Context: an optimization exercise on an open-source flow, tuned for small area. The choices shown serve that exercise and are no tape-out recipe. At most, simulation tests tie the RTL to the original design; equivalence was not proved. Power and IR drop assume default switching activity.

Design AVS, start of the top module:
module AVS(
	clk,
	rst,
	rx,
	led_data,
	servo_out,
	hexout0,
	hexout1,
	hexout2,
	hexout3,
	knight
	);
clock: 20.0 ns
lec_check: 0
cap_margin: 20
core_margin: 2
core_utilization: 40
cts_buf_list: sky130_fd_sc_hd__clkbuf_4
cts_cluster_diameter: 100
cts_cluster_size: 40
place_density: 0.6
slew_margin: 20
run.sh (not shown) runs the stock make flow with config.mk's settings and CLKGATE_MAP_FILE= SYNTH_SCRIPT=/design/flow/synth_recipe.tcl, a recipe that flattens the netlist after the stock synthesis.
Then changed:
Settings changed: CTS_BUF_LIST sky130_fd_sc_hd__clkbuf_4 to default, CTS_CLUSTER_DIAMETER 100 to default, CTS_CLUSTER_SIZE 40 to default.
=> Setup slack improved by 0.13 ns; clock-buffer cell count is higher by 2; hold slack got worse by 0.0045 ns; wire length is higher by 0.64%; critical path depth is unchanged; global-route usage is higher by 0.11 points; final cell count stays flat.


The RTL this note starts from:
==> flow/design.v <==
module AVS(
	clk,
	rst,
	rx,
	led_data,
	servo_out,
	hexout0,
	hexout1,
	hexout2,
	hexout3,
	knight
	);
	input clk;
	input rst;
	input rx;
	output reg	[7:0] led_data;
	output		[5:0] servo_out;
	output		[6:0] hexout0;
	output		[6:0] hexout1;
	output		[6:0] hexout2;
	output		[6:0] hexout3;
	output		[9:0] knight;
	localparam R_IDLE = 2'd0, R_HALF = 2'd1, R_FULL = 2'd2, R_HIGH = 2'd3;
	reg		rx_q;
	reg [1:0]	rs;
	reg [8:0]	ctr;
	reg [2:0]	bit_ctr;
	reg [7:0]	rx_data;
	localparam [8:0] C0 = 9'h00c, C216 = 9'h0d0, C433 = 9'h10f, CMASK = 9'h0f7;
	wire ctr_end = (ctr & CMASK) == (C433 & CMASK);
	wire [8:0] ctr_nx = {ctr[7:0], ~(ctr[8] ^ ctr[4])};
	wire new_data = (rs == R_HIGH) & ~ctr[0];
	always @(posedge clk) begin
		if (rst) begin
			rx_q <= 1'b1;
			rs <= R_IDLE;
		end else begin
			rx_q <= rx;
			case (rs)
			R_IDLE: if (!rx_q) rs <= R_HALF;
			R_HALF: if (ctr_end) rs <= R_FULL;
			R_FULL: if (ctr_end && bit_ctr == 3'd7) rs <= R_HIGH;
			R_HIGH: if (rx_q) rs <= R_IDLE;
			endcase
		end
		case (rs)
		R_IDLE: begin
			ctr <= C216;
			bit_ctr <= 3'd0;
		end
		R_HIGH: ctr <= 9'd1;
		default: begin
			ctr <= ctr_end ? C0 : ctr_nx;
			if (rs == R_FULL && ctr_end) begin
				bit_ctr <= bit_ctr + 3'd1;
				rx_data <= {rx_q, rx_data[7:1]};
			end
		end
		endcase
	end
	localparam IDLE = 2'd0, SORT = 2'd1, RUN = 2'd2, SVRD = 2'd3;
	reg [1:0]	state;
	reg		en;
	reg [3:0]	ph [0:5];	 
	reg [5:0]	ps;		 
	wire [3:0] dh = rx_data[7:4];
	wire [3:0] dl = rx_data[3:0];
	wire hi_0 = dh == 4'h0, hi_8 = dh == 4'h8, hi_F = dh == 4'hF;
	wire lo_0 = dl == 4'h0, lo_8 = dl == 4'h8, lo_F = dl == 4'hF;
	wire is_AA = rx_data == 8'hAA;
	wire is_BB = rx_data == 8'hBB;
	wire is_99 = rx_data == 8'h99;
	wire is_FF = hi_F & lo_F;
	wire is_1F = dh == 4'h1 && lo_F;
	wire is_F1 = hi_F && dl == 4'h1;
	wire run_cmd = (hi_0 | hi_8 | hi_F) & (lo_0 | lo_8 | lo_F);
	wire sv_act = ~dh[3] & ~(dh[2] & dh[1] & dh[0]) | (dh == 4'hE);
	integer i;
	always @(posedge clk) begin
		if (rst) begin
			state <= IDLE;
			led_data <= 8'h00;
			en <= 1'b0;
			for (i = 0; i < 6; i = i + 1)
				ph[i] <= 4'h8;
			ps <= 6'b111111;
		end else begin
			en <= state == RUN;
			case (state)
			IDLE: if (new_data) begin
				led_data <= rx_data;
				if (is_AA) begin
					ph[1] <= 4'h8; ps[1] <= 1'b1;
					ph[2] <= 4'h8; ps[2] <= 1'b1;
					state <= SORT;
				end else if (is_BB) begin
					ph[0] <= 4'h8; ps[0] <= 1'b1;
					state <= RUN;
				end else
					state <= SVRD;
			end
			SORT: if (new_data) begin
				led_data <= rx_data;
				ph[1] <= 4'h8; ps[1] <= 1'b1;
				ph[2] <= 4'h8; ps[2] <= 1'b1;
				if (is_1F) begin
					ph[0] <= 4'h4; ps[0] <= 1'b0;
				end else if (is_F1) begin
					ph[0] <= 4'hC; ps[0] <= 1'b0;
				end else if (is_BB)
					state <= RUN;
				else begin
					ph[0] <= 4'h8; ps[0] <= 1'b1;
					if (is_FF)
						state <= IDLE;
				end
			end
			RUN: if (new_data) begin
				led_data <= rx_data;
				ph[0] <= 4'h8; ps[0] <= 1'b1;
				ps[1] <= 1'b1;
				ps[2] <= 1'b1;
				if (run_cmd) begin
					ph[1] <= dh;
					ph[2] <= lo_8 ? 4'h8 : ~dl;
				end else begin
					ph[1] <= 4'h8;
					ph[2] <= 4'h8;
				end
				if (is_99)
					state <= IDLE;
			end
			SVRD: if (sv_act) begin
				state <= IDLE;
				for (i = 0; i < 6; i = i + 1)
					if (dh == i + 1 || dh == 4'h0 || dh == 4'hE) begin
						ph[i] <= (dh == 4'h0) ? 4'h0 :
						         (dh == 4'hE) ? 4'hF : dl;
						ps[i] <= dh == 4'hE;
					end
			end
			endcase
		end
	end
	reg [8:0]	pre;
	reg [11:0]	fc;
	reg [3:0]	lh [0:5];	 
	reg [5:0]	ls;
	localparam [8:0] P0 = 9'h004, P389 = 9'h0e3, PMASK = 9'h1bb;
	wire tick = (pre & PMASK) == (P389 & PMASK);
	wire [8:0] pre_nx = {pre[7:0], ~(pre[8] ^ pre[4])};
	wire fc_end = fc[11] & fc[9] & fc[7] & fc[6] & fc[4] & fc[1];	 
	wire fc_start = fc == 12'd206;
	wire below = fc[11:8] == 4'd0;
	wire window = fc[11:8] == 4'd1;
	wire [3:0] qh = fc[7:4];
	wire [3:0] ql = fc[3:0];
	always @(posedge clk) begin
		if (rst) begin
			pre <= P389;
			fc <= 12'd2770;
		end else begin
			pre <= tick ? P0 : pre_nx;
			fc <= (tick & fc_end) ? 12'd206 : fc + {11'd0, tick};
		end
		if (fc_start && !tick)
			for (i = 0; i < 6; i = i + 1) begin
				lh[i] <= ph[i];
				ls[i] <= ps[i];
			end
	end
	genvar g;
	generate for (g = 0; g < 6; g = g + 1) begin : sv
		wire lo_lt = ls[g] & lh[g][3] & (~ql[3] | (lh[g][0] & ~(&ql[2:0])));
		wire [3:0] a = qh, b = lh[g];
		wire lt = ~a[3] & b[3] | (~a[3] | b[3]) & (
		          ~a[2] & b[2] | (~a[2] | b[2]) & (
		          ~a[1] & b[1] | (~a[1] | b[1]) & (
		          ~a[0] & b[0] | (~a[0] | b[0]) & lo_lt)));
		assign servo_out[g] = below | window & lt;
	end endgenerate
	reg [6:0] hexdisp;
	always @(*)
		case (state)
		IDLE: hexdisp = 7'b1001111;
		SORT: hexdisp = 7'b0000110;
		RUN:  hexdisp = 7'b0010010;
		default: hexdisp = 7'b1001100;
		endcase
	assign hexout0 = hexdisp;
	assign hexout1 = hexdisp;
	assign hexout2 = hexdisp;
	assign hexout3 = hexdisp;
	reg [22:0]	kcount;
	reg [3:0]	pos;
	wire k_end = kcount[22] & kcount[19] & kcount[18] & kcount[14] &
	             kcount[11] & kcount[9] & kcount[8] & kcount[6];
	always @(posedge clk)
		if (rst) begin
			kcount <= 23'd0;
			pos <= 4'd8;
		end else begin
			kcount <= (en & k_end) ? 23'd0 : kcount + {22'd0, en};
			pos <= pos + {3'd0, en & k_end};
		end
	wire [3:0] j = pos[3] ? (5'd16 - {1'b0, pos}) : pos;
	genvar b;
	generate for (b = 0; b < 10; b = b + 1) begin : kl
		assign knight[b] = (j == b) | (j == b - 1);
	end endgenerate
endmodule
make LEC_CHECK=0 CAP_MARGIN=20 CORE_MARGIN=2 CORE_UTILIZATION=40 CTS_BUF_LIST='sky130_fd_sc_hd__clkbuf_4 sky130_fd_sc_hd__clkbuf_8' PLACE_DENSITY=0.6 SLEW_MARGIN=20 finish   # period 20.0 ns
The first run produced a clean layout.
Rerun with:
--- a/flow/config.mk
+++ b/flow/config.mk
@@ -9,5 +9,7 @@
 export CORE_MARGIN = 2
 export CORE_UTILIZATION = 40
-export CTS_BUF_LIST = sky130_fd_sc_hd__clkbuf_4 sky130_fd_sc_hd__clkbuf_8
+export CTS_BUF_LIST = sky130_fd_sc_hd__clkbuf_16
+export CTS_CLUSTER_DIAMETER = 300
+export CTS_CLUSTER_SIZE = 80
 export PLACE_DENSITY = 0.6
 export SLEW_MARGIN = 20
=>
- global-route usage rises by 0.33 points
- worst hold slack loses 0.0036 ns
- clock-buffer cell count is unchanged
- via count rises by 0.47%
- total power rises by 7.8%
- non-clock buffer count stays the same
- wire length rises by 0.82%
No run of this note included a check of the RTL's function; only the layout flow was run.


Setup of the previous run:
Starts from the design.v that is shown in full above.
==> flow/config.mk <==
export PLATFORM = sky130hd
export DESIGN_NAME = AVS
export DESIGN_NICKNAME = AVS
export VERILOG_FILES = /design/flow/design.v
export SDC_FILE = /design/flow/constraint.sdc
export NUM_CORES = 4
export LEC_CHECK = 0
export CAP_MARGIN = 20
export CORE_MARGIN = 2
export CORE_UTILIZATION = 40
export CTS_BUF_LIST = sky130_fd_sc_hd__clkbuf_8
export CTS_CLUSTER_SIZE = 30
export PLACE_DENSITY = 0.6
export SLEW_MARGIN = 20
==> flow/constraint.sdc <==
create_clock -name core_clock -period 20.0 [get_ports {clk}]
set_input_delay 4.0000 -clock core_clock [delete_from_list [all_inputs] [get_ports {clk}]]
set_output_delay 4.0000 -clock core_clock [all_outputs]
set_load 0.01 [all_outputs]
### the previous run -> the current run
- CTS_CLUSTER_DIAMETER now 200, previously not set
- CTS_CLUSTER_SIZE now 50, was 30
==> run summary <==
- Count of pins on the block boundary: the previous run vs the current run — no meaningful difference
- From the previous run to the current run, net switching power of the design did not move at all.
- From the previous run to the current run, via count did not move at all.
- Shortest clock period the worst path allows after layout delta (the current run -> the previous run): insignificant
- Area after synthesis came out exactly the same in the previous run and the current run.
- Proportion of cell area occupied by registers: the previous run vs the current run identical
- Comparing the previous run against the current run, there is no change at all in wire length on met1.
Function was not checked in any run of this note: the RTL went through the layout flow alone.


Setup of job 3868:
Another version of the RTL of AVS (not shown whole).
Size in the first run: ~680 cells after synthesis, roughly 140 flip-flops, about 55 I/O pins, roughly 6700 sq um of cells after synthesis.
clock: 20.0 ns
lec_check: 0
cap_margin: 20
core_margin: 2
core_utilization: 40
place_density: 0.6
slew_margin: 20
standard.sh (not shown) runs the stock make flow with config.mk's settings and CLKGATE_MAP_FILE= SYNTH_SCRIPT=/design/flow/synth_recipe.tcl, a recipe that flattens the netlist after the stock synthesis.
==> flow/flow/run.sh <==
#!/bin/bash
# Standard ORFS layout, with an area-oriented re-mapping of the logic after
# floorplan, a leaner clock tree (no dummy loads, clkbuf_4 below a clkbuf_8 root) and the
# smallest buffer on the ports. standard.sh's output goes to standard.log.
set -euo pipefail
cd "$(dirname "$0")/.."
export POST_FLOORPLAN_TCL="$PWD/flow/restructure.tcl"
export CTS_ARGS="-sink_clustering_enable -repair_clock_nets -dont_use_dummy_load -buf_list sky130_fd_sc_hd__clkbuf_4 -root_buf sky130_fd_sc_hd__clkbuf_8"
export BUFFER_PORTS_ARGS="-buffer_cell sky130_fd_sc_hd__buf_1"
bash standard.sh > standard.log 2>&1
==> flow/flow/restructure.tcl <==
# Area-oriented re-mapping of the combinational logic (registers untouched),
# run at the end of floorplan, before placement. ABC maps onto a copy of the
# library without the platform's don't-use cells.
set wd $::env(OBJECTS_DIR)/restructure
file mkdir $wd
set lib $wd/mapping.lib
set in [open [lindex $::env(LIB_FILES) 0] r]
set out [open $lib w]
set skip 0
set depth 0
while {[gets $in line] >= 0} {
  if {!$skip && [regexp {^\s*cell\s*\(\s*"?([^")]+)"?\s*\)} $line -> name]} {
    foreach pat $::env(DONT_USE_CELLS) {
      if {[string match $pat $name]} { set skip 1; set depth 0; break }
    }
  }
  if {$skip} {
    incr depth [expr {[regexp -all {\{} $line] - [regexp -all {\}} $line]}]
    if {$depth <= 0 && [regexp {\}} $line]} { set skip 0 }
    continue
  }
  puts $out $line
}
close $in
close $out

# start from the logic without synthesis buffers
remove_buffers
report_design_area
for {set i 0} {$i < 2} {incr i} {
  restructure -liberty_file $lib -target area \
    -tielo_port sky130_fd_sc_hd__conb_1/LO -tiehi_port sky130_fd_sc_hd__conb_1/HI \
    -work_dir $wd
  # give this pass's tie cells names the next pass will not reuse
  foreach inst [[ord::get_db_block] getInsts] {
    if {[string match rmp_const_* [$inst getName]]} { $inst rename "tie${i}_[$inst getName]" }
  }
  report_design_area
}
# drop the buffers the mapping inserted
remove_buffers
report_design_area

# remove cells (tie cells included) left driving nothing
set removed 1
while {$removed} {
  set removed 0
  foreach inst [[ord::get_db_block] getInsts] {
    set m [$inst getMaster]
    if {[$m isSequential] || [$m getType] ne "CORE"} continue
    set used 0
    set outs {}
    foreach it [$inst getITerms] {
      if {![$it isOutputSignal]} continue
      set n [$it getNet]
      if {$n eq "NULL"} continue
      lappend outs $n
      if {[llength [$n getITerms]] > 1 || [llength [$n getBTerms]] > 0} { set used 1 }
    }
    if {!$used} {
      odb::dbInst_destroy $inst
      foreach n $outs { odb::dbNet_destroy $n }
      incr removed
    }
  }
}
report_design_area
# every net with a load must still have a driver
foreach net [[ord::get_db_block] getNets] {
  if {[$net getSigType] ne "SIGNAL"} continue
  set drv 0; set ld 0
  foreach it [$net getITerms] { if {[$it isOutputSignal]} { incr drv } else { incr ld } }
  foreach bt [$net getBTerms] { if {[$bt getIoType] eq "INPUT"} { incr drv } else { incr ld } }
  if {$ld > 0 && $drv == 0} { error "restructure left net [$net getName] without a driver" }
}
The inputs of job 509 differ from those of job 3868 as listed below.
Settings: GPL_TIMING_DRIVEN now 0, previously not set.
-- flow/flow/restructure.tcl --
<<< job 3868, line 25
close $out

# start from the logic without synthesis buffers
remove_buffers
report_design_area
for {set i 0} {$i < 2} {incr i} {
>>> job 509, line 25
close $out

report_design_area
for {set i 0} {$i < 2} {incr i} {
<<< job 3868, line 38
  report_design_area
}
# drop the buffers the mapping inserted
remove_buffers
report_design_area
>>> job 509, line 36
  report_design_area
}
# drop the buffers the mapping inserted; placement is not timing driven
remove_buffers
report_design_area
Results
- Every run in the comparison, job 509 and job 3868, completed the flow with a clean layout.
- Power density of the placed cells ends up higher on job 3868.
- For the summed area of non-filler cells in the final layout, job 509 came in 40 sq um higher than job 3868 did.
- Job 509 against job 3868: logic depth of the worst register-to-register path now sits lower; post-layout utilization of the core rose by 0.24 points; proportion of power drawn by combinational gates went down by 0.2 points; worst vdd rail ir drop climbed 16%; number of inverters outside the clock class in the layout went down about 10%.
- Compared with job 3868, job 509 shows post-detailed-placement half-perimeter wirelength that has gone up slightly.
- Job 509 against job 3868: post-placement cell area increased 0.66%; power after layout essentially unchanged; slew at the pin closest to its max-slew limit increased 0.0043 ns.
For job 5366, these inputs were changed with respect to job 509:
Settings: a deleted GPL_TIMING_DRIVEN that had been 0.
-- flow/flow/restructure.tcl --
<<< job 509, line 36
  report_design_area
}
# drop the buffers the mapping inserted; placement is not timing driven
remove_buffers
report_design_area

# remove cells (tie cells included) left driving nothing
set removed 1
>>> job 5366, line 36
  report_design_area
}
# remove cells (tie cells included) left driving nothing
set removed 1
Findings:
Delta (job 5366 minus job 509): maximum frequency increased by about 1.8% relative to the old numbers, first-iteration DRC count now larger, met1 usage in global routing climbed 0.69 points, clock network latency to the later pin of the worst-skew pair flat, sequential share of layout area flat.
On fraction of cell area in non-clock buffers, job 509 and job 5366 are basically level.
Minimum clock period | job 5366 below job 509
met2 demand-to-capacity share in global routing ended up 1.2 points lower on job 5366 than on job 509.
As far as final area is concerned, job 5366 and job 509 perform about the same.
Changes observed in job 5366 relative to job 509: clock power flat, post-cts hold buffer count flat.

## separate check: timing with driven ports
In the flow no input, the clock included, has a driving cell. The finished layouts below were timed again as built, in two steps. Step 1: set_driving_cell puts a clkbuf_16 on clk and a buf_2 on each other input, an assumption about the parent block. Step 2, shift: input delay + t, output delay - t, t = (earliest + latest rising clock arrival at the registers) / 2. This alone moves slack from input paths to output paths. Slacks: ideal / step 1 / step 2; pairs: ideal / step 1.
| run | t (ns) | slack for setup (ns) | clock arrival spread, ns | worst slew at a driven data input, ns | cell pins on the clock port's net |
|---|---|---|---|---|---|
| the first run of note 1 | 0.567 | 12.830 / 12.792 / 13.359 | 0.021 / 0.020 | 0.03 | 1 |
| the second run of note 1 | 0.460 | 12.959 / 12.918 / 13.378 | 0.010 / 0.011 | 0.03 | 1 |
| the first run of note 2 | 0.477 | 13.291 / 13.250 / 13.726 | 0.017 / 0.017 | 0.03 | 1 |
| the second run of note 2 | 0.465 | 13.303 / 13.257 / 13.722 | 0.008 / 0.009 | 0.03 | 1 |
| the previous run | 0.476 | 13.294 / 13.253 / 13.729 | 0.016 / 0.016 | 0.03 | 1 |
| the current run | 0.476 | 13.294 / 13.253 / 13.729 | 0.016 / 0.016 | 0.03 | 1 |
| job 3868 | 0.430 | 13.692 / 13.653 / 13.964 | 0.047 / 0.047 | 0.03 | 1 |
| job 509 | 0.423 | 13.681 / 13.643 / 14.066 | 0.042 / 0.042 | 0.03 | 1 |
| job 5366 | 0.431 | 13.793 / 13.760 / 14.191 | 0.026 / 0.025 | 0.03 | 1 |
After both steps every run listed still meets setup and hold.
